Background: an optimization exercise with open tools, aiming at small area. Do not read the settings as production practice. The RTL was checked by simulation tests, not by an equivalence proof against the original design. No activity file was given, so power comes from the tool's default toggle rates.

==> flow/design.v (outline; a module is shown in full before it is edited, if it fits) <==
// module vga_theme_ctrl: 19 lines
// module vga_num2pixel: 208 lines
// module vga_letter2pixel: 359 lines
// module vga_pixel_gen: 1957 lines
module vga_pixel_gen(
    h_cnt, v_cnt, valid, t_chg, ambiant, shine, clk, rst,  
    state, score0, score1, cnt0, cnt1,
    vgaRed, vgaGreen, vgaBlue
    );
  // ...
==> flow/run.sh <==
#!/bin/bash
# synth_recipe.tcl (not shown) runs the flow's synth.tcl, then flattens the netlist and writes it again
# the make line also repeats each setting of config.mk as NAME=value (left out here)
make -C /OpenROAD-flow-scripts/flow DESIGN_CONFIG=/design/flow/config.mk WORK_HOME=/design/flow/orfs CLKGATE_MAP_FILE= SYNTH_SCRIPT=/design/flow/synth_recipe.tcl finish
==> flow/config.mk <==
export PLATFORM = sky130hd
export DESIGN_NAME = vga_pixel_gen
export DESIGN_NICKNAME = vga_pixel_gen
export VERILOG_FILES = /design/flow/design.v
export SDC_FILE = /design/flow/constraint.sdc
export NUM_CORES = 4
export LEC_CHECK = 0
export CAP_MARGIN = 20
export CORE_MARGIN = 2
export CORE_UTILIZATION = 30
export SLEW_MARGIN = 20
==> flow/constraint.sdc <==
create_clock -name core_clock -period 12.0 [get_ports {clk}]
set_input_delay 2.4000 -clock core_clock [delete_from_list [all_inputs] [get_ports {clk}]]
set_output_delay 2.4000 -clock core_clock [all_outputs]
set_load 0.01 [all_outputs]
==> results by group, run 1 <==
Setup path
  – CP arrival: slightly below 9 ns
  – Crit path capture type: primary output
  – WS Path Type: in -> out
  – Worst path depth: 17

Power
  – Clk pwr: between 0.5 and 0.6 mW
  – LEAKAGE: around 13 nW
  – Cell Int Power: 1.33 mW
  – Clock share of power: 18.4%

Cells and area
  – Clock buffers: 19
  – Syn-to-layout area delta: 9.66%
  – Multi-In Gates: between 4000 and 5000
  – Seq. cell area: approximately 0.0024 mm^2
  – Multi-input gate share of total cell area: between 70 and 80%
  – Design area: 0.0360 mm^2

Clocking
  – TritonCTS clock tree: built
  – Clock Latency Late Sink: between 0.5 and 0.6 ns

Floorplanning
  – Die Footprint: between 0.1 and 0.15 mm^2
  – Die Y: 335 um

Global routing
  – GR Overflow Total: 0
  – First-pass GRT wire length: 328000 um
  – Vias in the first global route: between 40000 and 50000

Outcome
  – Status: complete, no violations

Drt
  – DR DRC count: 0
  – M1 wire length: 89400 um
  – Via count: 48814
  – Metal3 WL: ~29000 um

Synthesis
  – Post-synth EDFFs: 0
  – Synth area leader: o21ai_0
  – Mean Syn Cell Area: around 6.1 um^2
  – Post-synthesis cell type count: ~120

Placed design
  – DP HPWL: around 180000 um

STA
  – Slew at the pin with the worst max-slew slack: between 1 and 1.5 ns
  – Max-slew headroom: under 10%
==> module vga_theme_ctrl, before the edit <==
module vga_theme_ctrl(clk, rst, chg, theme);
input clk, rst, chg;
output reg [3:0] theme;
reg [3:0]n_theme;
always@(posedge clk) begin
    if(rst == 1'b1) 
        theme <= 0;
    else
        theme <= n_theme;
end
always@(*) begin
    if(chg == 1'b1) begin
        n_theme = (theme == 2)? 0: theme + 1;
    end
    else begin
        n_theme = theme;
    end
end
endmodule
==> module vga_num2pixel, before the edit <==
module vga_num2pixel(
    num, theme, max, 
    seg0, seg1, seg2, seg3, seg4, seg5, seg6, seg7, seg8
    );
input [3:0] num;
input [3:0] theme;
input max;
output reg [11:0] seg0, seg1, seg2, seg3, seg4, seg5, seg6, seg7, seg8;
reg [11:0] backgrond, wcolor1;
always@(*) begin
    if(max == 1) begin
        case(theme)
        0: begin
            backgrond = 12'h000;
        end
        1: begin
            backgrond = 12'hfff;
        end
        2: begin
            backgrond = 12'he7d;
        end
        default: begin
            backgrond = 12'h000;
        end
        endcase
        wcolor1 = 12'hfe8;
    end
    else begin
        case(theme)
        0: begin
            backgrond = 12'h000;
            wcolor1 = 12'hfff;
        end
        1: begin
            backgrond = 12'hfff;
            wcolor1 = 12'h000;
        end
        2: begin
            backgrond = 12'he7d;
            wcolor1 = 12'h8f0;
        end
        3: begin
            backgrond = 12'h000;
            wcolor1 = 12'h8f0;
        end
        4: begin
            backgrond = 12'hfff;
            wcolor1 = 12'h0d5;
        end
        5: begin
            backgrond = 12'he7d;
            wcolor1 = 12'h37f;
        end
        default: begin
            backgrond = 12'h000;
            wcolor1 = 12'hfff;
        end
        endcase
    end
end
always@(*) begin
    case(num)
        4'd0: begin
            seg0 = wcolor1;
            seg1 = wcolor1;
            seg2 = wcolor1;
            seg3 = wcolor1;
            seg4 = wcolor1;
            seg5 = wcolor1;
            seg6 = backgrond;
            seg7 = wcolor1;
            seg8 = wcolor1;
        end
        4'd1: begin
            seg0 = backgrond;
            seg1 = wcolor1;
            seg2 = wcolor1;
            seg3 = backgrond;
            seg4 = backgrond;
            seg5 = backgrond;
            seg6 = backgrond;
            seg7 = backgrond;
            seg8 = wcolor1;
        end
        4'd2: begin
            seg0 = wcolor1;
            seg1 = wcolor1;
            seg2 = backgrond;
            seg3 = wcolor1;
            seg4 = wcolor1;
            seg5 = backgrond;
            seg6 = wcolor1;
            seg7 = wcolor1;
            seg8 = wcolor1;
        end
        4'd3: begin
            seg0 = wcolor1;
            seg1 = wcolor1;
            seg2 = wcolor1;
            seg3 = wcolor1;
            seg4 = backgrond;
            seg5 = backgrond;
            seg6 = wcolor1;
            seg7 = wcolor1;
            seg8 = wcolor1;
        end
        4'd4: begin
            seg0 = backgrond;
            seg1 = wcolor1;
            seg2 = wcolor1;
            seg3 = backgrond;
            seg4 = backgrond;
            seg5 = wcolor1;
            seg6 = wcolor1;
            seg7 = wcolor1;
            seg8 = wcolor1;
        end
        4'd5: begin
            seg0 = wcolor1;
            seg1 = backgrond;
            seg2 = wcolor1;
            seg3 = wcolor1;
            seg4 = backgrond;
            seg5 = wcolor1;
            seg6 = wcolor1;
            seg7 = wcolor1;
            seg8 = wcolor1;
        end
        4'd6: begin
            seg0 = wcolor1;
            seg1 = backgrond;
            seg2 = wcolor1;
            seg3 = wcolor1;
            seg4 = wcolor1;
            seg5 = wcolor1;
            seg6 = wcolor1;
            seg7 = wcolor1;
            seg8 = wcolor1;
        end
        4'd7: begin
            seg0 = wcolor1;
            seg1 = wcolor1;
            seg2 = wcolor1;
            seg3 = backgrond;
            seg4 = backgrond;
            seg5 = backgrond;
            seg6 = backgrond;
            seg7 = backgrond;
            seg8 = wcolor1;
        end
        4'd8: begin
            seg0 = wcolor1;
            seg1 = wcolor1;
            seg2 = wcolor1;
            seg3 = wcolor1;
            seg4 = wcolor1;
            seg5 = wcolor1;
            seg6 = wcolor1;
            seg7 = wcolor1;
            seg8 = wcolor1;
        end
        4'd9: begin
            seg0 = wcolor1;
            seg1 = wcolor1;
            seg2 = wcolor1;
            seg3 = backgrond;
            seg4 = backgrond;
            seg5 = wcolor1;
            seg6 = wcolor1;
            seg7 = wcolor1;
            seg8 = wcolor1;
        end
        4'd10: begin
            seg0 = backgrond;
            seg1 = backgrond;
            seg2 = backgrond;
            seg3 = backgrond;
            seg4 = backgrond;
            seg5 = backgrond;
            seg6 = wcolor1;
            seg7 = wcolor1;
            seg8 = wcolor1;
        end
        4'd11: begin
            seg0 = backgrond;
            seg1 = backgrond;
            seg2 = backgrond;
            seg3 = backgrond;
            seg4 = backgrond;
            seg5 = backgrond;
            seg6 = backgrond;
            seg7 = backgrond;
            seg8 = backgrond;
        end
        default: begin
            seg0 = backgrond;
            seg1 = backgrond;
            seg2 = backgrond;
            seg3 = backgrond;
            seg4 = backgrond;
            seg5 = backgrond;
            seg6 = wcolor1;
            seg7 = wcolor1;
            seg8 = wcolor1;
        end
    endcase
end
endmodule
==> module vga_letter2pixel, before the edit <==
module vga_letter2pixel(
    letter, theme, ambiant, shine, clk, rst, hold, valid, steady,
    seg0, seg1, seg2, seg3, seg4, seg5, seg6, seg7, seg8, 
    seg9, sega, segb, segc, segd, sege, segf
    );
input [4:0] letter;
input [3:0]theme;
input ambiant, shine, clk, rst, hold, valid, steady;
output reg[11:0] seg0, seg1, seg2, seg3, seg4, seg5, seg6, seg7, seg8;
output reg[11:0] seg9, sega, segb, segc, segd, sege, segf;
reg [11:0] backgrond, wcolor1;
always@(posedge clk) begin
    if(rst) begin
        backgrond <= 12'h000;
        wcolor1 <= 12'hfff;
    end
    else if(!hold)
    case(theme)
        0: begin
            backgrond <= 12'h000;
            if(ambiant == 1'b1 && valid == 1'b1) begin
                wcolor1 <= (wcolor1[11:4] != 8'hff)? 12'hfff: wcolor1 - 12'h001;
            end
            else begin
                if(shine == 1'b1 && valid == 1'b1) begin
                    wcolor1 <= (wcolor1 == 12'hfff)? 12'hf00 : 12'hfff;
                end
                else begin
                    wcolor1 <= (steady == 1'b1)? 12'hfff : wcolor1;
                end
            end
        end
        1: begin
            backgrond <= 12'hfff;
            if(ambiant == 1'b1) begin
                wcolor1 <= (wcolor1[11:4] != 8'h00)? 12'h000: wcolor1 + 12'h001;
            end
            else begin
                if(shine == 1'b1) begin
                    wcolor1 <= (wcolor1 == 12'h000)? 12'hf00 : 12'h000;
                end
                else begin
                    wcolor1 <= (steady == 1'b1)? 12'h000 : wcolor1;
                end
            end
        end
        2: begin
            backgrond <= 12'he7d;
            if(ambiant == 1'b1) begin
                wcolor1 <= wcolor1 + 12'h001; 
            end
            else begin
                if(shine == 1'b1) begin
                    wcolor1 <= (wcolor1 == 12'hfff)? 12'h8f0 : 12'hfff;
                end
                else begin
                    wcolor1 <= (steady == 1'b1)? 12'hfff : wcolor1;
                end
            end
        end
        default: begin
            backgrond <= 12'h000;
            wcolor1 <= 12'hfff;
        end
    endcase
end
always@(*) begin
    case(letter)
        5'd0: begin
            seg0 = wcolor1;
            seg1 = wcolor1;
            seg2 = wcolor1;
            seg3 = backgrond;
            seg4 = backgrond;
            seg5 = wcolor1;
            seg6 = wcolor1;
            seg7 = wcolor1;
            seg8 = wcolor1;
            seg9 = wcolor1;
            sega = backgrond;
            segb = backgrond;
            segc = backgrond;
            segd = backgrond;
            sege = wcolor1;
            segf = wcolor1;
        end
        5'd1: begin
            seg0 = wcolor1;
            seg1 = wcolor1;
            seg2 = wcolor1;
            seg3 = wcolor1;
            seg4 = wcolor1;
            seg5 = wcolor1;
            seg6 = wcolor1;
            seg7 = wcolor1;
            seg8 = wcolor1;
            seg9 = wcolor1;
            sega = backgrond;
            segb = backgrond;
            segc = backgrond;
            segd = backgrond;
            sege = backgrond;
            segf = wcolor1;
        end
        5'd2: begin
            seg0 = wcolor1;
            seg1 = backgrond;
            seg2 = backgrond;
            seg3 = wcolor1;
            seg4 = wcolor1;
            seg5 = wcolor1;
            seg6 = backgrond;
            seg7 = backgrond;
            seg8 = wcolor1;
            seg9 = backgrond;
            sega = backgrond;
            segb = backgrond;
            segc = backgrond;
            segd = backgrond;
            sege = backgrond;
            segf = backgrond;
        end
        5'd4: begin
            seg0 = wcolor1;
            seg1 = backgrond;
            seg2 = backgrond;
            seg3 = wcolor1;
            seg4 = wcolor1;
            seg5 = wcolor1;
            seg6 = wcolor1;
            seg7 = wcolor1;
            seg8 = wcolor1;
            seg9 = backgrond;
            sega = backgrond;
            segb = backgrond;
            segc = backgrond;
            segd = backgrond;
            sege = backgrond;
            segf = wcolor1;
        end
        5'd6: begin
            seg0 = wcolor1;
            seg1 = backgrond;
            seg2 = wcolor1;
            seg3 = wcolor1;
            seg4 = wcolor1;
            seg5 = wcolor1;
            seg6 = backgrond;
            seg7 = wcolor1;
            seg8 = wcolor1;
            seg9 = backgrond;
            sega = backgrond;
            segb = backgrond;
            segc = backgrond;
            segd = backgrond;
            sege = backgrond;
            segf = wcolor1;
        end
        5'd8: begin
            seg0 = wcolor1;
            seg1 = backgrond;
            seg2 = backgrond;
            seg3 = wcolor1;
            seg4 = backgrond;
            seg5 = backgrond;
            seg6 = backgrond;
            seg7 = backgrond;
            seg8 = backgrond;
            seg9 = backgrond;
            sega = backgrond;
            segb = backgrond;
            segc = backgrond;
            segd = wcolor1;
            sege = wcolor1;
            segf = wcolor1;
        end
        5'd10: begin
            seg0 = backgrond;
            seg1 = backgrond;
            seg2 = backgrond;
            seg3 = backgrond;
            seg4 = wcolor1;
            seg5 = wcolor1;
            seg6 = backgrond;
            seg7 = backgrond;
            seg8 = wcolor1;
            seg9 = backgrond;
            sega = backgrond;
            segb = wcolor1;
            segc = backgrond;
            segd = wcolor1;
            sege = backgrond;
            segf = wcolor1;
        end
        5'd11: begin
            seg0 = backgrond;
            seg1 = backgrond;
            seg2 = backgrond;
            seg3 = wcolor1;
            seg4 = wcolor1;
            seg5 = wcolor1;
            seg6 = backgrond;
            seg7 = backgrond;
            seg8 = wcolor1;
            seg9 = backgrond;
            sega = backgrond;
            segb = backgrond;
            segc = backgrond;
            segd = backgrond;
            sege = backgrond;
            segf = backgrond;
        end
        5'd12: begin
            seg0 = backgrond;
            seg1 = wcolor1;
            seg2 = wcolor1;
            seg3 = backgrond;
            seg4 = wcolor1;
            seg5 = wcolor1;
            seg6 = backgrond;
            seg7 = backgrond;
            seg8 = wcolor1;
            seg9 = wcolor1;
            sega = wcolor1;
            segb = wcolor1;
            segc = backgrond;
            segd = backgrond;
            sege = backgrond;
            segf = wcolor1;
        end
        5'd14: begin
            seg0 = wcolor1;
            seg1 = wcolor1;
            seg2 = wcolor1;
            seg3 = wcolor1;
            seg4 = wcolor1;
            seg5 = wcolor1;
            seg6 = backgrond;
            seg7 = backgrond;
            seg8 = wcolor1;
            seg9 = wcolor1;
            sega = backgrond;
            segb = backgrond;
            segc = backgrond;
            segd = backgrond;
            sege = backgrond;
            segf = backgrond;
        end
        5'd15: begin
            seg0 = wcolor1;
            seg1 = wcolor1;
            seg2 = backgrond;
            seg3 = backgrond;
            seg4 = wcolor1;
            seg5 = wcolor1;
            seg6 = wcolor1;
            seg7 = wcolor1;
            seg8 = wcolor1;
            seg9 = wcolor1;
            sega = backgrond;
            segb = backgrond;
            segc = backgrond;
            segd = backgrond;
            sege = backgrond;
            segf = wcolor1;
        end
        5'd17: begin
            seg0 = wcolor1;
            seg1 = wcolor1;
            seg2 = backgrond;
            seg3 = backgrond;
            seg4 = wcolor1;
            seg5 = wcolor1;
            seg6 = wcolor1;
            seg7 = wcolor1;
            seg8 = wcolor1;
            seg9 = wcolor1;
            sega = backgrond;
            segb = backgrond;
            segc = backgrond;
            segd = wcolor1;
            sege = backgrond;
            segf = wcolor1;
        end
        5'd18: begin
            seg0 = wcolor1;
            seg1 = backgrond;
            seg2 = wcolor1;
            seg3 = wcolor1;
            seg4 = backgrond;
            seg5 = wcolor1;
            seg6 = wcolor1;
            seg7 = wcolor1;
            seg8 = wcolor1;
            seg9 = wcolor1;
            sega = backgrond;
            segb = backgrond;
            segc = backgrond;
            segd = backgrond;
            sege = backgrond;
            segf = wcolor1;
        end
        5'd19: begin
            seg0 = wcolor1;
            seg1 = backgrond;
            seg2 = backgrond;
            seg3 = backgrond;
            seg4 = backgrond;
            seg5 = backgrond;
            seg6 = backgrond;
            seg7 = backgrond;
            seg8 = backgrond;
            seg9 = backgrond;
            sega = backgrond;
            segb = backgrond;
            segc = backgrond;
            segd = backgrond;
            sege = wcolor1;
            segf = wcolor1;
        end
         5'd20: begin
            seg0 = backgrond;
            seg1 = wcolor1;
            seg2 = wcolor1;
            seg3 = wcolor1;
            seg4 = wcolor1;
            seg5 = wcolor1;
            seg6 = backgrond;
            seg7 = backgrond;
            seg8 = backgrond;
            seg9 = backgrond;
            sega = backgrond;
            segb = backgrond;
            segc = backgrond;
            segd = backgrond;
            sege = wcolor1;
            segf = wcolor1;
        end
        default: begin
            seg0 = backgrond;
            seg1 = backgrond;
            seg2 = backgrond;
            seg3 = backgrond;
            seg4 = backgrond;
            seg5 = backgrond;
            seg6 = backgrond;
            seg7 = backgrond;
            seg8 = backgrond;
            seg9 = backgrond;
            sega = backgrond;
            segb = backgrond;
            segc = backgrond;
            segd = backgrond;
            sege = backgrond;
            segf = backgrond;
        end
    endcase
end
endmodule
==> inputs of run 2 (changes only) <==
==> flow/design.v (replaced) <==
`timescale 1ns / 1ps
module vga_theme_ctrl(clk, rst, chg, theme);
input clk, rst, chg;
output reg [1:0] theme;
always @(posedge clk) begin
    if (rst)
        theme <= 2'd0;
    else if (chg)
        theme <= (theme == 2'd2) ? 2'd0 : theme + 2'd1;
end
endmodule
`timescale 1ns / 1ps
module vga_num2pixel(num, on);
input [3:0] num;
output reg [8:0] on;    
always @(*) begin
    case (num)
        4'd0:  on = 9'b110111111;
        4'd1:  on = 9'b100000110;
        4'd2:  on = 9'b111011011;
        4'd3:  on = 9'b111001111;
        4'd4:  on = 9'b111100110;
        4'd5:  on = 9'b111101101;
        4'd6:  on = 9'b111111101;
        4'd7:  on = 9'b100000111;
        4'd8:  on = 9'b111111111;
        4'd9:  on = 9'b111100111;
        4'd11: on = 9'b000000000;
        default: on = 9'b111000000;
    endcase
end
endmodule
`timescale 1ns / 1ps
module vga_letter2pixel(clk, rst, hold, theme, valid, shine, ambiant, sfg, hfg, afg);
input clk, rst, hold, valid, shine, ambiant;
input [1:0] theme;
output reg sfg;
output reg [1:0] hfg;
output reg [11:0] afg;
always @(posedge clk) begin
    if (rst) begin
        sfg <= 1'b0;
        hfg <= 2'd0;
        afg <= 12'hfff;
    end
    else if (!hold) begin
        sfg <= (theme == 2'd1);
        case (theme)
            2'd0: begin
                if (shine && valid)
                    hfg <= (hfg == 2'd0) ? 2'd1 : 2'd0;
                if (ambiant && valid)
                    afg <= (afg[11:4] != 8'hff) ? 12'hfff : afg - 12'h001;
            end
            2'd1: begin
                if (shine)
                    hfg <= (hfg == 2'd2) ? 2'd1 : 2'd2;
                if (ambiant)
                    afg <= (afg[11:4] != 8'h00) ? 12'h000 : afg + 12'h001;
            end
            2'd2: begin
                if (shine)
                    hfg <= (hfg == 2'd0) ? 2'd3 : 2'd0;
                if (ambiant)
                    afg <= afg + 12'h001;
            end
            default: begin
                hfg <= 2'd0;
                afg <= 12'hfff;
            end
        endcase
    end
end
endmodule
`timescale 1ns / 1ps
module vga_pixel_gen(
    h_cnt, v_cnt, valid, t_chg, ambiant, shine, clk, rst,
    state, score0, score1, cnt0, cnt1,
    vgaRed, vgaGreen, vgaBlue
    );
    input [9:0] h_cnt, v_cnt;
    input valid, ambiant, shine, clk, t_chg, rst;
    input [3:0] state;
    input [3:0] score0, score1, cnt0, cnt1;
    output reg [3:0] vgaRed, vgaGreen, vgaBlue;
    wire [1:0] theme;
    vga_theme_ctrl theme_ctrl(.clk(clk), .rst(rst), .chg(t_chg), .theme(theme));
    reg [1:0] bgc;
    wire blink = (cnt0 <= 4'd5) && (cnt1 == 4'd0) && shine;
    always @(posedge clk) begin
        if (rst)
            bgc <= 2'd0;
        else if (theme == 2'd3)
            bgc <= 2'd0;
        else if (blink)
            bgc <= (bgc == theme) ? 2'd3 : theme;
        else
            bgc <= theme;
    end
    wire sfg;
    wire [1:0] hfg;
    wire [11:0] afg;
    vga_letter2pixel letters(.clk(clk), .rst(rst), .hold(t_chg), .theme(theme),
        .valid(valid), .shine(shine), .ambiant(ambiant),
        .sfg(sfg), .hfg(hfg), .afg(afg));
    reg [11:0] bg_col, base_col, norm_col, pass_col, h_col;
    always @(*) begin
        case (bgc)
            2'd0: bg_col = 12'h000;
            2'd1: bg_col = 12'hfff;
            2'd2: bg_col = 12'he7d;
            default: bg_col = 12'hf00;
        endcase
        case (theme)
            2'd0: begin base_col = 12'h000; norm_col = 12'hfff; pass_col = 12'h8f0; end
            2'd1: begin base_col = 12'hfff; norm_col = 12'h000; pass_col = 12'h0d5; end
            2'd2: begin base_col = 12'he7d; norm_col = 12'h8f0; pass_col = 12'h37f; end
            default: begin base_col = 12'h000; norm_col = 12'hfff; pass_col = 12'hfff; end
        endcase
        case (hfg)
            2'd0: h_col = 12'hfff;
            2'd1: h_col = 12'hf00;
            2'd2: h_col = 12'h000;
            default: h_col = 12'h8f0;
        endcase
    end
    wire [11:0] s_col = sfg ? 12'h000 : 12'hfff;
    reg pass;
    always @(*) begin
        case (state)
            4'd3: pass = (score1 > 4'd1) || (score1 == 4'd1 && score0 >= 4'd5);
            4'd4: pass = (score1 >= 4'd4);
            4'd5: pass = (score1 > 4'd8) || (score1 == 4'd8 && score0 >= 4'd5);
            default: pass = 1'b0;
        endcase
    end
    wire max = (score0 == 4'd9) && (score1 == 4'd9);
    wire [11:0] score_fg = max ? 12'hfe8 : (pass ? pass_col : norm_col);
    wire [11:0] score_bg = (max && pass) ? 12'h000 : base_col;
    wire [8:0] on_s0, on_s1, on_c0, on_c1;
    vga_num2pixel n_s0(.num(score0), .on(on_s0));
    vga_num2pixel n_s1(.num(score1), .on(on_s1));
    vga_num2pixel n_c0(.num(cnt0), .on(on_c0));
    vga_num2pixel n_c1(.num(cnt1), .on(on_c1));
    wire t_hfg =
        (v_cnt >= 10'd170 && v_cnt < 10'd175 && h_cnt >= 10'd130 && h_cnt < 10'd157) ||
        (v_cnt >= 10'd170 && v_cnt < 10'd175 && h_cnt >= 10'd168 && h_cnt < 10'd198) ||
        (v_cnt >= 10'd170 && v_cnt < 10'd175 && h_cnt >= 10'd206 && h_cnt < 10'd236) ||
        (v_cnt >= 10'd170 && v_cnt < 10'd175 && h_cnt >= 10'd282 && h_cnt < 10'd312) ||
        (v_cnt >= 10'd170 && v_cnt < 10'd175 && h_cnt >= 10'd320 && h_cnt < 10'd350) ||
        (v_cnt >= 10'd170 && v_cnt < 10'd175 && h_cnt >= 10'd358 && h_cnt < 10'd384) ||
        (v_cnt >= 10'd170 && v_cnt < 10'd175 && h_cnt >= 10'd393 && h_cnt < 10'd423) ||
        (v_cnt >= 10'd170 && v_cnt < 10'd197 && h_cnt >= 10'd244 && h_cnt < 10'd249) ||
        (v_cnt >= 10'd170 && v_cnt < 10'd197 && h_cnt >= 10'd269 && h_cnt < 10'd274) ||
        (v_cnt >= 10'd170 && v_cnt < 10'd225 && h_cnt >= 10'd431 && h_cnt < 10'd436) ||
        (v_cnt >= 10'd170 && v_cnt < 10'd225 && h_cnt >= 10'd468 && h_cnt < 10'd473) ||
        (v_cnt >= 10'd175 && v_cnt < 10'd197 && h_cnt >= 10'd130 && h_cnt < 10'd135) ||
        (v_cnt >= 10'd175 && v_cnt < 10'd197 && h_cnt >= 10'd155 && h_cnt < 10'd160) ||
        (v_cnt >= 10'd175 && v_cnt < 10'd197 && h_cnt >= 10'd168 && h_cnt < 10'd173) ||
        (v_cnt >= 10'd175 && v_cnt < 10'd197 && h_cnt >= 10'd193 && h_cnt < 10'd198) ||
        (v_cnt >= 10'd175 && v_cnt < 10'd197 && h_cnt >= 10'd206 && h_cnt < 10'd211) ||
        (v_cnt >= 10'd175 && v_cnt < 10'd197 && h_cnt >= 10'd282 && h_cnt < 10'd287) ||
        (v_cnt >= 10'd175 && v_cnt < 10'd197 && h_cnt >= 10'd358 && h_cnt < 10'd363) ||
        (v_cnt >= 10'd175 && v_cnt < 10'd197 && h_cnt >= 10'd382 && h_cnt < 10'd388) ||
        (v_cnt >= 10'd175 && v_cnt < 10'd197 && h_cnt >= 10'd393 && h_cnt < 10'd398) ||
        (v_cnt >= 10'd175 && v_cnt < 10'd197 && h_cnt >= 10'd418 && h_cnt < 10'd423) ||
        (v_cnt >= 10'd175 && v_cnt < 10'd230 && h_cnt >= 10'd332 && h_cnt < 10'd338) ||
        (v_cnt >= 10'd197 && v_cnt < 10'd202 && h_cnt >= 10'd130 && h_cnt < 10'd157) ||
        (v_cnt >= 10'd197 && v_cnt < 10'd202 && h_cnt >= 10'd168 && h_cnt < 10'd198) ||
        (v_cnt >= 10'd197 && v_cnt < 10'd202 && h_cnt >= 10'd206 && h_cnt < 10'd236) ||
        (v_cnt >= 10'd197 && v_cnt < 10'd202 && h_cnt >= 10'd244 && h_cnt < 10'd274) ||
        (v_cnt >= 10'd197 && v_cnt < 10'd202 && h_cnt >= 10'd282 && h_cnt < 10'd312) ||
        (v_cnt >= 10'd197 && v_cnt < 10'd202 && h_cnt >= 10'd358 && h_cnt < 10'd388) ||
        (v_cnt >= 10'd197 && v_cnt < 10'd202 && h_cnt >= 10'd393 && h_cnt < 10'd423) ||
        (v_cnt >= 10'd202 && v_cnt < 10'd225 && h_cnt >= 10'd130 && h_cnt < 10'd135) ||
        (v_cnt >= 10'd202 && v_cnt < 10'd225 && h_cnt >= 10'd155 && h_cnt < 10'd160) ||
        (v_cnt >= 10'd202 && v_cnt < 10'd225 && h_cnt >= 10'd231 && h_cnt < 10'd236) ||
        (v_cnt >= 10'd202 && v_cnt < 10'd225 && h_cnt >= 10'd282 && h_cnt < 10'd287) ||
        (v_cnt >= 10'd202 && v_cnt < 10'd225 && h_cnt >= 10'd358 && h_cnt < 10'd363) ||
        (v_cnt >= 10'd202 && v_cnt < 10'd225 && h_cnt >= 10'd382 && h_cnt < 10'd388) ||
        (v_cnt >= 10'd202 && v_cnt < 10'd230 && h_cnt >= 10'd168 && h_cnt < 10'd173) ||
        (v_cnt >= 10'd202 && v_cnt < 10'd230 && h_cnt >= 10'd193 && h_cnt < 10'd198) ||
        (v_cnt >= 10'd202 && v_cnt < 10'd230 && h_cnt >= 10'd244 && h_cnt < 10'd249) ||
        (v_cnt >= 10'd202 && v_cnt < 10'd230 && h_cnt >= 10'd262 && h_cnt < 10'd267) ||
        (v_cnt >= 10'd202 && v_cnt < 10'd230 && h_cnt >= 10'd393 && h_cnt < 10'd398) ||
        (v_cnt >= 10'd202 && v_cnt < 10'd230 && h_cnt >= 10'd418 && h_cnt < 10'd423) ||
        (v_cnt >= 10'd225 && v_cnt < 10'd230 && h_cnt >= 10'd130 && h_cnt < 10'd157) ||
        (v_cnt >= 10'd225 && v_cnt < 10'd230 && h_cnt >= 10'd206 && h_cnt < 10'd236) ||
        (v_cnt >= 10'd225 && v_cnt < 10'd230 && h_cnt >= 10'd282 && h_cnt < 10'd312) ||
        (v_cnt >= 10'd225 && v_cnt < 10'd230 && h_cnt >= 10'd358 && h_cnt < 10'd384) ||
        (v_cnt >= 10'd225 && v_cnt < 10'd230 && h_cnt >= 10'd431 && h_cnt < 10'd461) ||
        (v_cnt >= 10'd225 && v_cnt < 10'd230 && h_cnt >= 10'd468 && h_cnt < 10'd498);
    wire t_afg =
        (v_cnt >= 10'd360 && v_cnt < 10'd363 && h_cnt >= 10'd155 && h_cnt < 10'd175) ||
        (v_cnt >= 10'd360 && v_cnt < 10'd363 && h_cnt >= 10'd180 && h_cnt < 10'd200) ||
        (v_cnt >= 10'd360 && v_cnt < 10'd363 && h_cnt >= 10'd205 && h_cnt < 10'd225) ||
        (v_cnt >= 10'd360 && v_cnt < 10'd363 && h_cnt >= 10'd230 && h_cnt < 10'd250) ||
        (v_cnt >= 10'd360 && v_cnt < 10'd363 && h_cnt >= 10'd255 && h_cnt < 10'd275) ||
        (v_cnt >= 10'd360 && v_cnt < 10'd363 && h_cnt >= 10'd295 && h_cnt < 10'd315) ||
        (v_cnt >= 10'd360 && v_cnt < 10'd363 && h_cnt >= 10'd320 && h_cnt < 10'd340) ||
        (v_cnt >= 10'd360 && v_cnt < 10'd363 && h_cnt >= 10'd360 && h_cnt < 10'd380) ||
        (v_cnt >= 10'd360 && v_cnt < 10'd363 && h_cnt >= 10'd385 && h_cnt < 10'd405) ||
        (v_cnt >= 10'd360 && v_cnt < 10'd363 && h_cnt >= 10'd410 && h_cnt < 10'd430) ||
        (v_cnt >= 10'd360 && v_cnt < 10'd363 && h_cnt >= 10'd435 && h_cnt < 10'd455) ||
        (v_cnt >= 10'd360 && v_cnt < 10'd363 && h_cnt >= 10'd460 && h_cnt < 10'd480) ||
        (v_cnt >= 10'd363 && v_cnt < 10'd378 && h_cnt >= 10'd155 && h_cnt < 10'd158) ||
        (v_cnt >= 10'd363 && v_cnt < 10'd378 && h_cnt >= 10'd172 && h_cnt < 10'd175) ||
        (v_cnt >= 10'd363 && v_cnt < 10'd378 && h_cnt >= 10'd180 && h_cnt < 10'd183) ||
        (v_cnt >= 10'd363 && v_cnt < 10'd378 && h_cnt >= 10'd197 && h_cnt < 10'd200) ||
        (v_cnt >= 10'd363 && v_cnt < 10'd378 && h_cnt >= 10'd205 && h_cnt < 10'd208) ||
        (v_cnt >= 10'd363 && v_cnt < 10'd378 && h_cnt >= 10'd230 && h_cnt < 10'd233) ||
        (v_cnt >= 10'd363 && v_cnt < 10'd378 && h_cnt >= 10'd255 && h_cnt < 10'd258) ||
        (v_cnt >= 10'd363 && v_cnt < 10'd378 && h_cnt >= 10'd360 && h_cnt < 10'd363) ||
        (v_cnt >= 10'd363 && v_cnt < 10'd378 && h_cnt >= 10'd410 && h_cnt < 10'd413) ||
        (v_cnt >= 10'd363 && v_cnt < 10'd378 && h_cnt >= 10'd427 && h_cnt < 10'd430) ||
        (v_cnt >= 10'd363 && v_cnt < 10'd378 && h_cnt >= 10'd435 && h_cnt < 10'd438) ||
        (v_cnt >= 10'd363 && v_cnt < 10'd378 && h_cnt >= 10'd452 && h_cnt < 10'd455) ||
        (v_cnt >= 10'd363 && v_cnt < 10'd397 && h_cnt >= 10'd320 && h_cnt < 10'd323) ||
        (v_cnt >= 10'd363 && v_cnt < 10'd397 && h_cnt >= 10'd337 && h_cnt < 10'd340) ||
        (v_cnt >= 10'd363 && v_cnt < 10'd400 && h_cnt >= 10'd303 && h_cnt < 10'd307) ||
        (v_cnt >= 10'd363 && v_cnt < 10'd400 && h_cnt >= 10'd393 && h_cnt < 10'd397) ||
        (v_cnt >= 10'd363 && v_cnt < 10'd400 && h_cnt >= 10'd468 && h_cnt < 10'd472) ||
        (v_cnt >= 10'd378 && v_cnt < 10'd381 && h_cnt >= 10'd155 && h_cnt < 10'd175) ||
        (v_cnt >= 10'd378 && v_cnt < 10'd381 && h_cnt >= 10'd180 && h_cnt < 10'd200) ||
        (v_cnt >= 10'd378 && v_cnt < 10'd381 && h_cnt >= 10'd205 && h_cnt < 10'd225) ||
        (v_cnt >= 10'd378 && v_cnt < 10'd381 && h_cnt >= 10'd230 && h_cnt < 10'd250) ||
        (v_cnt >= 10'd378 && v_cnt < 10'd381 && h_cnt >= 10'd255 && h_cnt < 10'd275) ||
        (v_cnt >= 10'd378 && v_cnt < 10'd381 && h_cnt >= 10'd360 && h_cnt < 10'd380) ||
        (v_cnt >= 10'd378 && v_cnt < 10'd381 && h_cnt >= 10'd410 && h_cnt < 10'd430) ||
        (v_cnt >= 10'd378 && v_cnt < 10'd381 && h_cnt >= 10'd435 && h_cnt < 10'd455) ||
        (v_cnt >= 10'd381 && v_cnt < 10'd397 && h_cnt >= 10'd205 && h_cnt < 10'd208) ||
        (v_cnt >= 10'd381 && v_cnt < 10'd397 && h_cnt >= 10'd247 && h_cnt < 10'd250) ||
        (v_cnt >= 10'd381 && v_cnt < 10'd397 && h_cnt >= 10'd272 && h_cnt < 10'd275) ||
        (v_cnt >= 10'd381 && v_cnt < 10'd397 && h_cnt >= 10'd377 && h_cnt < 10'd380) ||
        (v_cnt >= 10'd381 && v_cnt < 10'd400 && h_cnt >= 10'd155 && h_cnt < 10'd158) ||
        (v_cnt >= 10'd381 && v_cnt < 10'd400 && h_cnt >= 10'd180 && h_cnt < 10'd183) ||
        (v_cnt >= 10'd381 && v_cnt < 10'd400 && h_cnt >= 10'd194 && h_cnt < 10'd197) ||
        (v_cnt >= 10'd381 && v_cnt < 10'd400 && h_cnt >= 10'd410 && h_cnt < 10'd413) ||
        (v_cnt >= 10'd381 && v_cnt < 10'd400 && h_cnt >= 10'd427 && h_cnt < 10'd430) ||
        (v_cnt >= 10'd381 && v_cnt < 10'd400 && h_cnt >= 10'd435 && h_cnt < 10'd438) ||
        (v_cnt >= 10'd381 && v_cnt < 10'd400 && h_cnt >= 10'd449 && h_cnt < 10'd452) ||
        (v_cnt >= 10'd397 && v_cnt < 10'd400 && h_cnt >= 10'd205 && h_cnt < 10'd225) ||
        (v_cnt >= 10'd397 && v_cnt < 10'd400 && h_cnt >= 10'd230 && h_cnt < 10'd250) ||
        (v_cnt >= 10'd397 && v_cnt < 10'd400 && h_cnt >= 10'd255 && h_cnt < 10'd275) ||
        (v_cnt >= 10'd397 && v_cnt < 10'd400 && h_cnt >= 10'd320 && h_cnt < 10'd340) ||
        (v_cnt >= 10'd397 && v_cnt < 10'd400 && h_cnt >= 10'd360 && h_cnt < 10'd380);
    wire b_c0_0 =
        (v_cnt >= 10'd150 && v_cnt < 10'd170 && h_cnt >= 10'd270 && h_cnt < 10'd370);
    wire b_c0_1 =
        (v_cnt >= 10'd170 && v_cnt < 10'd230 && h_cnt >= 10'd350 && h_cnt < 10'd370);
    wire b_c0_2 =
        (v_cnt >= 10'd250 && v_cnt < 10'd310 && h_cnt >= 10'd350 && h_cnt < 10'd370);
    wire b_c0_3 =
        (v_cnt >= 10'd310 && v_cnt < 10'd330 && h_cnt >= 10'd270 && h_cnt < 10'd370);
    wire b_c0_4 =
        (v_cnt >= 10'd250 && v_cnt < 10'd310 && h_cnt >= 10'd270 && h_cnt < 10'd290);
    wire b_c0_5 =
        (v_cnt >= 10'd170 && v_cnt < 10'd230 && h_cnt >= 10'd270 && h_cnt < 10'd290);
    wire b_c0_6 =
        (v_cnt >= 10'd230 && v_cnt < 10'd250 && h_cnt >= 10'd290 && h_cnt < 10'd350);
    wire b_c0_7 =
        (v_cnt >= 10'd230 && v_cnt < 10'd250 && h_cnt >= 10'd270 && h_cnt < 10'd290);
    wire b_c0_8 =
        (v_cnt >= 10'd230 && v_cnt < 10'd250 && h_cnt >= 10'd350 && h_cnt < 10'd370);
    wire s_sfg =
        (v_cnt >= 10'd150 && v_cnt < 10'd153 && h_cnt >= 10'd135 && h_cnt < 10'd152) ||
        (v_cnt >= 10'd150 && v_cnt < 10'd153 && h_cnt >= 10'd160 && h_cnt < 10'd180) ||
        (v_cnt >= 10'd150 && v_cnt < 10'd153 && h_cnt >= 10'd185 && h_cnt < 10'd205) ||
        (v_cnt >= 10'd150 && v_cnt < 10'd153 && h_cnt >= 10'd210 && h_cnt < 10'd230) ||
        (v_cnt >= 10'd150 && v_cnt < 10'd153 && h_cnt >= 10'd235 && h_cnt < 10'd255) ||
        (v_cnt >= 10'd153 && v_cnt < 10'd169 && h_cnt >= 10'd135 && h_cnt < 10'd138) ||
        (v_cnt >= 10'd153 && v_cnt < 10'd169 && h_cnt >= 10'd210 && h_cnt < 10'd213) ||
        (v_cnt >= 10'd153 && v_cnt < 10'd169 && h_cnt >= 10'd227 && h_cnt < 10'd230) ||
        (v_cnt >= 10'd153 && v_cnt < 10'd169 && h_cnt >= 10'd235 && h_cnt < 10'd238) ||
        (v_cnt >= 10'd153 && v_cnt < 10'd187 && h_cnt >= 10'd160 && h_cnt < 10'd163) ||
        (v_cnt >= 10'd153 && v_cnt < 10'd187 && h_cnt >= 10'd185 && h_cnt < 10'd188) ||
        (v_cnt >= 10'd153 && v_cnt < 10'd187 && h_cnt >= 10'd202 && h_cnt < 10'd205) ||
        (v_cnt >= 10'd169 && v_cnt < 10'd172 && h_cnt >= 10'd135 && h_cnt < 10'd155) ||
        (v_cnt >= 10'd169 && v_cnt < 10'd172 && h_cnt >= 10'd210 && h_cnt < 10'd230) ||
        (v_cnt >= 10'd169 && v_cnt < 10'd172 && h_cnt >= 10'd235 && h_cnt < 10'd255) ||
        (v_cnt >= 10'd172 && v_cnt < 10'd187 && h_cnt >= 10'd152 && h_cnt < 10'd155) ||
        (v_cnt >= 10'd172 && v_cnt < 10'd187 && h_cnt >= 10'd235 && h_cnt < 10'd238) ||
        (v_cnt >= 10'd172 && v_cnt < 10'd190 && h_cnt >= 10'd210 && h_cnt < 10'd213) ||
        (v_cnt >= 10'd172 && v_cnt < 10'd190 && h_cnt >= 10'd224 && h_cnt < 10'd227) ||
        (v_cnt >= 10'd187 && v_cnt < 10'd190 && h_cnt >= 10'd138 && h_cnt < 10'd155) ||
        (v_cnt >= 10'd187 && v_cnt < 10'd190 && h_cnt >= 10'd160 && h_cnt < 10'd180) ||
        (v_cnt >= 10'd187 && v_cnt < 10'd190 && h_cnt >= 10'd185 && h_cnt < 10'd205) ||
        (v_cnt >= 10'd187 && v_cnt < 10'd190 && h_cnt >= 10'd235 && h_cnt < 10'd255) ||
        (v_cnt >= 10'd360 && v_cnt < 10'd363 && h_cnt >= 10'd423 && h_cnt < 10'd444) ||
        (v_cnt >= 10'd360 && v_cnt < 10'd363 && h_cnt >= 10'd449 && h_cnt < 10'd470) ||
        (v_cnt >= 10'd360 && v_cnt < 10'd363 && h_cnt >= 10'd476 && h_cnt < 10'd480) ||
        (v_cnt >= 10'd360 && v_cnt < 10'd363 && h_cnt >= 10'd489 && h_cnt < 10'd494) ||
        (v_cnt >= 10'd360 && v_cnt < 10'd363 && h_cnt >= 10'd500 && h_cnt < 10'd520) ||
        (v_cnt >= 10'd363 && v_cnt < 10'd364 && h_cnt >= 10'd476 && h_cnt < 10'd481) ||
        (v_cnt >= 10'd363 && v_cnt < 10'd364 && h_cnt >= 10'd488 && h_cnt < 10'd494) ||
        (v_cnt >= 10'd363 && v_cnt < 10'd378 && h_cnt >= 10'd500 && h_cnt < 10'd503) ||
        (v_cnt >= 10'd363 && v_cnt < 10'd397 && h_cnt >= 10'd458 && h_cnt < 10'd461) ||
        (v_cnt >= 10'd363 && v_cnt < 10'd400 && h_cnt >= 10'd432 && h_cnt < 10'd435) ||
        (v_cnt >= 10'd364 && v_cnt < 10'd365 && h_cnt >= 10'd480 && h_cnt < 10'd482) ||
        (v_cnt >= 10'd364 && v_cnt < 10'd365 && h_cnt >= 10'd487 && h_cnt < 10'd489) ||
        (v_cnt >= 10'd364 && v_cnt < 10'd400 && h_cnt >= 10'd476 && h_cnt < 10'd479) ||
        (v_cnt >= 10'd364 && v_cnt < 10'd400 && h_cnt >= 10'd491 && h_cnt < 10'd494) ||
        (v_cnt >= 10'd365 && v_cnt < 10'd366 && h_cnt >= 10'd481 && h_cnt < 10'd482) ||
        (v_cnt >= 10'd365 && v_cnt < 10'd366 && h_cnt >= 10'd487 && h_cnt < 10'd488) ||
        (v_cnt >= 10'd366 && v_cnt < 10'd367 && h_cnt >= 10'd481 && h_cnt < 10'd483) ||
        (v_cnt >= 10'd366 && v_cnt < 10'd367 && h_cnt >= 10'd486 && h_cnt < 10'd488) ||
        (v_cnt >= 10'd367 && v_cnt < 10'd368 && h_cnt >= 10'd482 && h_cnt < 10'd487) ||
        (v_cnt >= 10'd368 && v_cnt < 10'd370 && h_cnt >= 10'd483 && h_cnt < 10'd486) ||
        (v_cnt >= 10'd378 && v_cnt < 10'd381 && h_cnt >= 10'd500 && h_cnt < 10'd520) ||
        (v_cnt >= 10'd381 && v_cnt < 10'd397 && h_cnt >= 10'd500 && h_cnt < 10'd503) ||
        (v_cnt >= 10'd397 && v_cnt < 10'd400 && h_cnt >= 10'd449 && h_cnt < 10'd470) ||
        (v_cnt >= 10'd397 && v_cnt < 10'd400 && h_cnt >= 10'd500 && h_cnt < 10'd520);
    wire s_sr_0 =
        (v_cnt >= 10'd190 && v_cnt < 10'd200 && h_cnt >= 10'd350 && h_cnt < 10'd380);
    wire s_sr_1 =
        (v_cnt >= 10'd190 && v_cnt < 10'd230 && h_cnt >= 10'd380 && h_cnt < 10'd390);
    wire s_sr_2 =
        (v_cnt >= 10'd240 && v_cnt < 10'd280 && h_cnt >= 10'd380 && h_cnt < 10'd390);
    wire s_sr_3 =
        (v_cnt >= 10'd270 && v_cnt < 10'd280 && h_cnt >= 10'd350 && h_cnt < 10'd380);
    wire s_sr_4 =
        (v_cnt >= 10'd240 && v_cnt < 10'd280 && h_cnt >= 10'd340 && h_cnt < 10'd350);
    wire s_sr_5 =
        (v_cnt >= 10'd190 && v_cnt < 10'd230 && h_cnt >= 10'd340 && h_cnt < 10'd350);
    wire s_sr_6 =
        (v_cnt >= 10'd230 && v_cnt < 10'd240 && h_cnt >= 10'd350 && h_cnt < 10'd380);
    wire s_sr_7 =
        (v_cnt >= 10'd230 && v_cnt < 10'd240 && h_cnt >= 10'd340 && h_cnt < 10'd350);
    wire s_sr_8 =
        (v_cnt >= 10'd230 && v_cnt < 10'd240 && h_cnt >= 10'd380 && h_cnt < 10'd390);
    wire s_sl_0 =
        (v_cnt >= 10'd190 && v_cnt < 10'd200 && h_cnt >= 10'd285 && h_cnt < 10'd315);
    wire s_sl_1 =
        (v_cnt >= 10'd190 && v_cnt < 10'd230 && h_cnt >= 10'd315 && h_cnt < 10'd325);
    wire s_sl_2 =
        (v_cnt >= 10'd240 && v_cnt < 10'd280 && h_cnt >= 10'd315 && h_cnt < 10'd325);
    wire s_sl_3 =
        (v_cnt >= 10'd270 && v_cnt < 10'd280 && h_cnt >= 10'd285 && h_cnt < 10'd315);
    wire s_sl_4 =
        (v_cnt >= 10'd240 && v_cnt < 10'd280 && h_cnt >= 10'd275 && h_cnt < 10'd285);
    wire s_sl_5 =
        (v_cnt >= 10'd190 && v_cnt < 10'd230 && h_cnt >= 10'd275 && h_cnt < 10'd285);
    wire s_sl_6 =
        (v_cnt >= 10'd230 && v_cnt < 10'd240 && h_cnt >= 10'd285 && h_cnt < 10'd315);
    wire s_sl_7 =
        (v_cnt >= 10'd230 && v_cnt < 10'd240 && h_cnt >= 10'd275 && h_cnt < 10'd285);
    wire s_sl_8 =
        (v_cnt >= 10'd230 && v_cnt < 10'd240 && h_cnt >= 10'd315 && h_cnt < 10'd325);
    wire s_cnt0_0 =
        (v_cnt >= 10'd340 && v_cnt < 10'd346 && h_cnt >= 10'd576 && h_cnt < 10'd594);
    wire s_cnt0_1 =
        (v_cnt >= 10'd340 && v_cnt < 10'd364 && h_cnt >= 10'd594 && h_cnt < 10'd600);
    wire s_cnt0_2 =
        (v_cnt >= 10'd370 && v_cnt < 10'd400 && h_cnt >= 10'd594 && h_cnt < 10'd600);
    wire s_cnt0_3 =
        (v_cnt >= 10'd394 && v_cnt < 10'd400 && h_cnt >= 10'd576 && h_cnt < 10'd594);
    wire s_cnt0_4 =
        (v_cnt >= 10'd370 && v_cnt < 10'd400 && h_cnt >= 10'd570 && h_cnt < 10'd576);
    wire s_cnt0_5 =
        (v_cnt >= 10'd340 && v_cnt < 10'd364 && h_cnt >= 10'd570 && h_cnt < 10'd576);
    wire s_cnt0_6 =
        (v_cnt >= 10'd364 && v_cnt < 10'd370 && h_cnt >= 10'd576 && h_cnt < 10'd594);
    wire s_cnt0_7 =
        (v_cnt >= 10'd364 && v_cnt < 10'd370 && h_cnt >= 10'd570 && h_cnt < 10'd576);
    wire s_cnt0_8 =
        (v_cnt >= 10'd364 && v_cnt < 10'd370 && h_cnt >= 10'd594 && h_cnt < 10'd600);
    wire s_cnt1_0 =
        (v_cnt >= 10'd340 && v_cnt < 10'd346 && h_cnt >= 10'd536 && h_cnt < 10'd554);
    wire s_cnt1_1 =
        (v_cnt >= 10'd340 && v_cnt < 10'd364 && h_cnt >= 10'd554 && h_cnt < 10'd560);
    wire s_cnt1_2 =
        (v_cnt >= 10'd370 && v_cnt < 10'd400 && h_cnt >= 10'd554 && h_cnt < 10'd560);
    wire s_cnt1_3 =
        (v_cnt >= 10'd394 && v_cnt < 10'd400 && h_cnt >= 10'd536 && h_cnt < 10'd554);
    wire s_cnt1_4 =
        (v_cnt >= 10'd370 && v_cnt < 10'd400 && h_cnt >= 10'd530 && h_cnt < 10'd536);
    wire s_cnt1_5 =
        (v_cnt >= 10'd340 && v_cnt < 10'd364 && h_cnt >= 10'd530 && h_cnt < 10'd536);
    wire s_cnt1_6 =
        (v_cnt >= 10'd364 && v_cnt < 10'd370 && h_cnt >= 10'd536 && h_cnt < 10'd554);
    wire s_cnt1_7 =
        (v_cnt >= 10'd364 && v_cnt < 10'd370 && h_cnt >= 10'd530 && h_cnt < 10'd536);
    wire s_cnt1_8 =
        (v_cnt >= 10'd364 && v_cnt < 10'd370 && h_cnt >= 10'd554 && h_cnt < 10'd560);
    wire w_sfg =
        (v_cnt >= 10'd200 && v_cnt < 10'd206 && h_cnt >= 10'd325 && h_cnt < 10'd365) ||
        (v_cnt >= 10'd200 && v_cnt < 10'd206 && h_cnt >= 10'd375 && h_cnt < 10'd415) ||
        (v_cnt >= 10'd200 && v_cnt < 10'd206 && h_cnt >= 10'd425 && h_cnt < 10'd465) ||
        (v_cnt >= 10'd200 && v_cnt < 10'd206 && h_cnt >= 10'd475 && h_cnt < 10'd515) ||
        (v_cnt >= 10'd206 && v_cnt < 10'd237 && h_cnt >= 10'd325 && h_cnt < 10'd331) ||
        (v_cnt >= 10'd206 && v_cnt < 10'd237 && h_cnt >= 10'd359 && h_cnt < 10'd365) ||
        (v_cnt >= 10'd206 && v_cnt < 10'd237 && h_cnt >= 10'd375 && h_cnt < 10'd381) ||
        (v_cnt >= 10'd206 && v_cnt < 10'd237 && h_cnt >= 10'd409 && h_cnt < 10'd415) ||
        (v_cnt >= 10'd206 && v_cnt < 10'd237 && h_cnt >= 10'd425 && h_cnt < 10'd431) ||
        (v_cnt >= 10'd206 && v_cnt < 10'd237 && h_cnt >= 10'd475 && h_cnt < 10'd481) ||
        (v_cnt >= 10'd237 && v_cnt < 10'd243 && h_cnt >= 10'd325 && h_cnt < 10'd365) ||
        (v_cnt >= 10'd237 && v_cnt < 10'd243 && h_cnt >= 10'd375 && h_cnt < 10'd415) ||
        (v_cnt >= 10'd237 && v_cnt < 10'd243 && h_cnt >= 10'd425 && h_cnt < 10'd465) ||
        (v_cnt >= 10'd237 && v_cnt < 10'd243 && h_cnt >= 10'd475 && h_cnt < 10'd515) ||
        (v_cnt >= 10'd243 && v_cnt < 10'd274 && h_cnt >= 10'd459 && h_cnt < 10'd465) ||
        (v_cnt >= 10'd243 && v_cnt < 10'd274 && h_cnt >= 10'd509 && h_cnt < 10'd515) ||
        (v_cnt >= 10'd243 && v_cnt < 10'd280 && h_cnt >= 10'd325 && h_cnt < 10'd331) ||
        (v_cnt >= 10'd243 && v_cnt < 10'd280 && h_cnt >= 10'd375 && h_cnt < 10'd381) ||
        (v_cnt >= 10'd243 && v_cnt < 10'd280 && h_cnt >= 10'd409 && h_cnt < 10'd415) ||
        (v_cnt >= 10'd274 && v_cnt < 10'd280 && h_cnt >= 10'd425 && h_cnt < 10'd465) ||
        (v_cnt >= 10'd274 && v_cnt < 10'd280 && h_cnt >= 10'd475 && h_cnt < 10'd515);
    wire w_c000 =
        (v_cnt >= 10'd200 && v_cnt < 10'd206 && h_cnt >= 10'd205 && h_cnt < 10'd245) ||
        (v_cnt >= 10'd200 && v_cnt < 10'd237 && h_cnt >= 10'd155 && h_cnt < 10'd161) ||
        (v_cnt >= 10'd200 && v_cnt < 10'd237 && h_cnt >= 10'd189 && h_cnt < 10'd195) ||
        (v_cnt >= 10'd200 && v_cnt < 10'd274 && h_cnt >= 10'd255 && h_cnt < 10'd261) ||
        (v_cnt >= 10'd200 && v_cnt < 10'd274 && h_cnt >= 10'd289 && h_cnt < 10'd295) ||
        (v_cnt >= 10'd206 && v_cnt < 10'd274 && h_cnt >= 10'd205 && h_cnt < 10'd211) ||
        (v_cnt >= 10'd206 && v_cnt < 10'd274 && h_cnt >= 10'd239 && h_cnt < 10'd245) ||
        (v_cnt >= 10'd237 && v_cnt < 10'd243 && h_cnt >= 10'd155 && h_cnt < 10'd195) ||
        (v_cnt >= 10'd243 && v_cnt < 10'd274 && h_cnt >= 10'd189 && h_cnt < 10'd195) ||
        (v_cnt >= 10'd274 && v_cnt < 10'd280 && h_cnt >= 10'd155 && h_cnt < 10'd195) ||
        (v_cnt >= 10'd274 && v_cnt < 10'd280 && h_cnt >= 10'd205 && h_cnt < 10'd245) ||
        (v_cnt >= 10'd274 && v_cnt < 10'd280 && h_cnt >= 10'd255 && h_cnt < 10'd295);
    wire l_sfg =
        (v_cnt >= 10'd200 && v_cnt < 10'd206 && h_cnt >= 10'd375 && h_cnt < 10'd415) ||
        (v_cnt >= 10'd200 && v_cnt < 10'd206 && h_cnt >= 10'd425 && h_cnt < 10'd465) ||
        (v_cnt >= 10'd200 && v_cnt < 10'd206 && h_cnt >= 10'd475 && h_cnt < 10'd515) ||
        (v_cnt >= 10'd200 && v_cnt < 10'd274 && h_cnt >= 10'd325 && h_cnt < 10'd331) ||
        (v_cnt >= 10'd206 && v_cnt < 10'd237 && h_cnt >= 10'd425 && h_cnt < 10'd431) ||
        (v_cnt >= 10'd206 && v_cnt < 10'd237 && h_cnt >= 10'd475 && h_cnt < 10'd481) ||
        (v_cnt >= 10'd206 && v_cnt < 10'd274 && h_cnt >= 10'd375 && h_cnt < 10'd381) ||
        (v_cnt >= 10'd206 && v_cnt < 10'd274 && h_cnt >= 10'd409 && h_cnt < 10'd415) ||
        (v_cnt >= 10'd237 && v_cnt < 10'd243 && h_cnt >= 10'd425 && h_cnt < 10'd465) ||
        (v_cnt >= 10'd237 && v_cnt < 10'd243 && h_cnt >= 10'd475 && h_cnt < 10'd515) ||
        (v_cnt >= 10'd243 && v_cnt < 10'd274 && h_cnt >= 10'd459 && h_cnt < 10'd465) ||
        (v_cnt >= 10'd243 && v_cnt < 10'd274 && h_cnt >= 10'd475 && h_cnt < 10'd481) ||
        (v_cnt >= 10'd274 && v_cnt < 10'd280 && h_cnt >= 10'd325 && h_cnt < 10'd365) ||
        (v_cnt >= 10'd274 && v_cnt < 10'd280 && h_cnt >= 10'd375 && h_cnt < 10'd415) ||
        (v_cnt >= 10'd274 && v_cnt < 10'd280 && h_cnt >= 10'd425 && h_cnt < 10'd465) ||
        (v_cnt >= 10'd274 && v_cnt < 10'd280 && h_cnt >= 10'd475 && h_cnt < 10'd515);
    wire l_cfff =
        (v_cnt >= 10'd200 && v_cnt < 10'd206 && h_cnt >= 10'd205 && h_cnt < 10'd245) ||
        (v_cnt >= 10'd200 && v_cnt < 10'd237 && h_cnt >= 10'd155 && h_cnt < 10'd161) ||
        (v_cnt >= 10'd200 && v_cnt < 10'd237 && h_cnt >= 10'd189 && h_cnt < 10'd195) ||
        (v_cnt >= 10'd200 && v_cnt < 10'd274 && h_cnt >= 10'd255 && h_cnt < 10'd261) ||
        (v_cnt >= 10'd200 && v_cnt < 10'd274 && h_cnt >= 10'd289 && h_cnt < 10'd295) ||
        (v_cnt >= 10'd206 && v_cnt < 10'd274 && h_cnt >= 10'd205 && h_cnt < 10'd211) ||
        (v_cnt >= 10'd206 && v_cnt < 10'd274 && h_cnt >= 10'd239 && h_cnt < 10'd245) ||
        (v_cnt >= 10'd237 && v_cnt < 10'd243 && h_cnt >= 10'd155 && h_cnt < 10'd195) ||
        (v_cnt >= 10'd243 && v_cnt < 10'd274 && h_cnt >= 10'd189 && h_cnt < 10'd195) ||
        (v_cnt >= 10'd274 && v_cnt < 10'd280 && h_cnt >= 10'd155 && h_cnt < 10'd195) ||
        (v_cnt >= 10'd274 && v_cnt < 10'd280 && h_cnt >= 10'd205 && h_cnt < 10'd245) ||
        (v_cnt >= 10'd274 && v_cnt < 10'd280 && h_cnt >= 10'd255 && h_cnt < 10'd295);
    wire g_sfg =
        (v_cnt >= 10'd250 && v_cnt < 10'd256 && h_cnt >= 10'd270 && h_cnt < 10'd310) ||
        (v_cnt >= 10'd250 && v_cnt < 10'd256 && h_cnt >= 10'd330 && h_cnt < 10'd370) ||
        (v_cnt >= 10'd256 && v_cnt < 10'd324 && h_cnt >= 10'd270 && h_cnt < 10'd276) ||
        (v_cnt >= 10'd256 && v_cnt < 10'd324 && h_cnt >= 10'd330 && h_cnt < 10'd336) ||
        (v_cnt >= 10'd256 && v_cnt < 10'd324 && h_cnt >= 10'd364 && h_cnt < 10'd370) ||
        (v_cnt >= 10'd287 && v_cnt < 10'd293 && h_cnt >= 10'd290 && h_cnt < 10'd310) ||
        (v_cnt >= 10'd293 && v_cnt < 10'd324 && h_cnt >= 10'd304 && h_cnt < 10'd310) ||
        (v_cnt >= 10'd324 && v_cnt < 10'd330 && h_cnt >= 10'd270 && h_cnt < 10'd310) ||
        (v_cnt >= 10'd324 && v_cnt < 10'd330 && h_cnt >= 10'd330 && h_cnt < 10'd370);
    wire [8:0] s_sr = {s_sr_8, s_sr_7, s_sr_6, s_sr_5, s_sr_4, s_sr_3, s_sr_2, s_sr_1, s_sr_0};
    wire [8:0] s_sl = {s_sl_8, s_sl_7, s_sl_6, s_sl_5, s_sl_4, s_sl_3, s_sl_2, s_sl_1, s_sl_0};
    wire [8:0] s_c0 = {s_cnt0_8, s_cnt0_7, s_cnt0_6, s_cnt0_5, s_cnt0_4, s_cnt0_3, s_cnt0_2, s_cnt0_1, s_cnt0_0};
    wire [8:0] s_c1 = {s_cnt1_8, s_cnt1_7, s_cnt1_6, s_cnt1_5, s_cnt1_4, s_cnt1_3, s_cnt1_2, s_cnt1_1, s_cnt1_0};
    wire [8:0] b_c0 = {b_c0_8, b_c0_7, b_c0_6, b_c0_5, b_c0_4, b_c0_3, b_c0_2, b_c0_1, b_c0_0};
    wire s_score_in = |s_sr || |s_sl;
    wire s_score_on = |(s_sr & on_s0) || |(s_sl & on_s1);
    wire s_cnt_in = |s_c0 || |s_c1;
    wire s_cnt_on = |(s_c0 & on_c0) || |(s_c1 & on_c1);
    wire b_cnt_in = |b_c0;
    wire b_cnt_on = |(b_c0 & on_c0);
    always @(*) begin
        if (!valid)
            {vgaRed, vgaGreen, vgaBlue} = 12'h000;
        else begin
            case (state)
                4'd0: {vgaRed, vgaGreen, vgaBlue} = t_hfg ? h_col : (t_afg ? afg : bg_col);
                4'd2: {vgaRed, vgaGreen, vgaBlue} = b_cnt_in ? (b_cnt_on ? norm_col : base_col) : bg_col;
                4'd3, 4'd4, 4'd5, 4'd6:
                      {vgaRed, vgaGreen, vgaBlue} = s_sfg ? s_col :
                                                    s_score_in ? (s_score_on ? score_fg : score_bg) :
                                                    s_cnt_in ? (s_cnt_on ? norm_col : base_col) : bg_col;
                4'd7: {vgaRed, vgaGreen, vgaBlue} = w_sfg ? s_col : (w_c000 ? 12'h000 : 12'hfd0);
                4'd8: {vgaRed, vgaGreen, vgaBlue} = l_sfg ? s_col : (l_cfff ? 12'hfff : 12'h000);
                4'd10: {vgaRed, vgaGreen, vgaBlue} = g_sfg ? s_col : bg_col;
                default: {vgaRed, vgaGreen, vgaBlue} = bg_col;
            endcase
        end
    end
endmodule
==> results by group, run 2 <==
Synthesis
  – Synth area leader: ha_1
  – Post-synthesis cell type count: 111 (-5.9%)
  – Ys Warns: 4
  – Synth top area share: around 5.3%
  – Syn Inst Count: 1389
  – Synth area leaders: ha_1 (5.3%), nand2_1 (5.0%), o21ai_0 (4.6%)
  – Synthesized area: 0.00929 mm^2
  – Seq cells post-synth: 19
  – Ys async rst share: 0%
  – Sequential element share of the synthesized area: around 4.1%
  – Most common cell in the netlist: nand2_1
  – Mean Syn Cell Area: 6.69 um^2 (+8.9%)
  – Syn Nets: around 1500
  – Post-synth EDFFs: 0 (unchanged)
  – Ys flop type: dfxtp_1
  – Top post-synthesis cells by count: nand2_1 (124), nor2_1 (108), o21ai_0 (86)

Clocking
  – CTS buffer count: 3
  – Clock Latency Late Sink: 0.25 ns (-0.26 ns)
  – TritonCTS clock tree: built
  – Setup Buffers After CTS: 0
  – CTS root buf: clkbuf_16
  – CTS hold repair buffers: 0
  – Gates resized, CTS repair: 0
  – CTS H-tree lvls: 1
  – Clock slew at reported path FFs: 0.05 ns
  – CTS sink cnt: 19
  – Clk buf depth: 2

Global routing
  – Vias in the first global route: 11059 (-75%)
  – Initial antenna violation count: 0
  – GR Overflow Total: 0 (unchanged)
  – Most Used Layer, Global Route: met2
  – Met2 Use GR: between 30% and 40%
  – Met1 Usage GRT: between 30 and 40%
  – Largest net degree at the start of global routing: between 40 and 50
  – First-pass GRT wire length: 68200 um (-79%)
  – Gr usage total: between 20% and 30%
  – Met3 Usage GRT: around 5.0%

Setup path
  – Crit Reg-Reg Endpoint: letters.afg[2]
  – Reg2reg path depth: 8
  – WS Path Type: in -> out
  – WP data required: 9.60 ns
  – Startpoint types: primary input
  – Max Fanout on Critical Path: 29
  – Reg2Reg Setup Slack: about 9.1 ns
  – CP arrival: 7.77 ns (-0.94 ns)
  – Worst r2r src: theme_ctrl.theme[1]
  – Critical Path Source: h_cnt[7]
  – Crit path capture type: primary output

Floorplanning
  – Die Y: 180 um (-46%)
  – Initial Utilization: 30.5%
  – Die X: ~180 um
  – Core area: 0.0305 mm^2
  – Std-Cell Rows: 64
  – Ports: 58
  – Die Footprint: 0.0324 mm^2 (-71%)

Placed design
  – DP HPWL: 34100 um (-81%)
  – Placed inst area: 0.00983 mm^2
  – GP Congestion: roughly 1.1
  – DP Cell Count: roughly 1700
  – PortBufs: 57

Cells and area
  – Antenna diode count: 0
  – Multi-input logic area: just over 0.008 mm^2
  – Share of cells above drive strength 1: under 10%
  – Seq. cell area: 380 um^2 (-84%)
  – Post-Layout Cell Count: between 1500 and 2000
  – Nets: between 1000 and 1500
  – Highest-count cells in the layout ignoring fill and taps: nand2_1 (124), nor2_1 (108), o21ai_0 (86), a21oi_1 (81), nand3_1 (64)
  – Syn-to-layout area delta: 6.62%
  – Top reg by flops: letters.afg
  – Commonest non-fill, non-tap cell in the layout: nand2_1
  – Largest register FFs: 12
  – Fillcell total: around 3300
  – Design area: 0.00991 mm^2 (-72%)

Power
  – Clock share of power: 14.3% (-4.1 points)
  – Seq pwr share: 16.3%
  – Cell Int Power: 0.226 mW (-83%)
  – LEAKAGE: 3.36 nW (-73%)
  – Switching Share: between 50% and 60%
  – Maximum VDD drop: approximately 0.043 mV
  – Comb pwr share: 69.4%
  – Switching power: between 0.2 and 0.3 mW
  – Power density cells: 48.9 mW/mm^2
  – Overall Power: slightly below 0.5 mW

STA
  – Min Tclk post-route: about 10 ns
  – Slew at the pin with the worst max-slew slack: 1.01 ns (-0.329 ns)
  – Slew Viols, Final: 0
  – Final worst path period share: between 80% and 90%
  – RSZ-0062 raised after global routing: no
  – Maximum clock rate: just under 100 MHz
  – Setup TNS: 0 ns
  – Max-slew headroom: 31.7% (+22 points)
  – Setup Viol. Count Final: 0
  – Final hold vios: 0
  – Worst hold slack: between 0.4 and 0.5 ns
  – Worst Clk Skew: 0.00103 ns

Hold path
  – Min-delay worst type: reg -> reg
  – Hold path startpoint: letters.hfg[0]
  – Hold EP: letters.hfg[0]
  – Hold depth: 2

Drt
  – Routed WL: between 40000 and 50000 um
  – DR DRC count: 0 (unchanged)
  – Drt pass-1 iters: 6
  – Via count: 11944 (-76%)
  – Via density: 6.82
  – Routed WL per cell: ~26 um
  – Post-DRT Antenna Nets: 0
  – Initial DRC count: between 2000 and 2500

Run
  – MaxCap Viol Count: 0

Outcome
  – Status: complete, no violations
[run 2: cell count changes after synthesis, sizes merged, moves of 73 or more]
cell,change
a21oi,-477
a211oi,-87
o21ai,-507
a31oi,-116
o211ai,-108
nor2,-370
o221ai,-73
clkbuf,-352
nand3,-148
nor3,-96
dfxtp,-102
nand2,-410
[run 2: power by group through the flow]
stage	combinational [mW]	clock [mW]	sequential [mW]
after floorplan	0.225	0	0.0757
after global placement	0.323	0	0.0798
after detailed placement	0.321	0	0.0802
after CTS	0.323	0.0697	0.0788
after global routing	0.357	0.0730	0.0801
final	0.336	0.0691	0.0792
[run 2: cell families after synthesis]
kind of cell             synth area share (%)
buffers and inverters                    8.97
AND/OR/NAND/NOR                          39.0
AO/OA/AOI/OAI                            39.2
flip-flops                               4.09
adder cells (fa/ha/maj)                  5.25
multiplexers                             2.84
XOR/XNOR                                0.660
[run 2: worst max-delay path: stages]
cell	delay (ns)
clkdlybuf4s50_1	1.03
buf_4	0.44
or4b_1	0.54
o32ai_2	0.37
a211o_1	0.24
o311ai_1	0.15
a2111oi_0	0.50
nor2b_1	0.70
o21ai_2	0.21
or3_1	0.44
a31oi_1	0.19
clkdlybuf4s50_1	0.56
[run 2: worst max-delay path by stage]
| stage | endpoint | slack [ns] | cells after the start |
|---|---|---|---|
| 2_1_floorplan | vgaBlue[0] | 4.50 | 13 |
| 3_3_place_gp | vgaBlue[0] | 2.07 | 12 |
| 3_5_place_dp | vgaBlue[2] | 2.02 | 12 |
| 4_1_cts | vgaBlue[2] | 2.01 | 12 |
| 5_1_grt | vgaBlue[2] | 1.62 | 12 |
| 6_report | vgaBlue[0] | 1.83 | 12 |
[run 2: area by class of cell]
type                    instances  share of cell area [%]
clock buffers                   4                   0.796
inverters                      40                    1.52
multi-input cells            1212                    81.6
flip-flops and latches         19                    3.84
well taps                     396                    5.00
repair buffers                 80                    7.25
[run 2: per-layer routing]
layer / vias up / wire, um
li1: 5328 / -
met1: 5568 / 19100
met2: 876 / 18500
met3: 172 / 4930
met4: 0 / 2330
met5: - / 0
[run 2: through the flow]
step	utilization [%]	setup WS [ns]
floorplan	-	4.50
global placement	32.2	2.07
detailed placement	32.2	2.02
CTS	32.5	2.01
global route	32.5	1.62
finish	32.5	1.83

port drivers added, routing unchanged:
In the flow no input, the clock included, has a driving cell. The finished layouts below were timed again as built, in two steps.
Step 1, drivers: a clkbuf_16 drives clk and a buf_2 each remaining input, both assumed.
Step 2 also shifts input and output timing later by t, the mid clock arrival at the registers, as if the neighbouring blocks saw the same clock.
Slacks: ideal / step 1 / step 2; pairs: ideal / step 1.
run | t (ns) | setup WS [ns] | hold slack, ns | worst setup path at the end | latest minus earliest clock arrival (ns)
run 1 | 0.568 | 0.890 / 0.770 / 0.770 | 0.564 / 0.564 / 0.564 | input to output | 0.019 / 0.020
run 2 | 0.281 | 1.827 / 1.801 / 1.801 | 0.498 / 0.498 / 0.498 | input to output | 0.001 / 0.001
After both steps setup and hold are still met in every run listed. For run 1, which loses most, drivers alone change the setup slack by -0.120 ns; drivers and shift together by -0.120 ns.
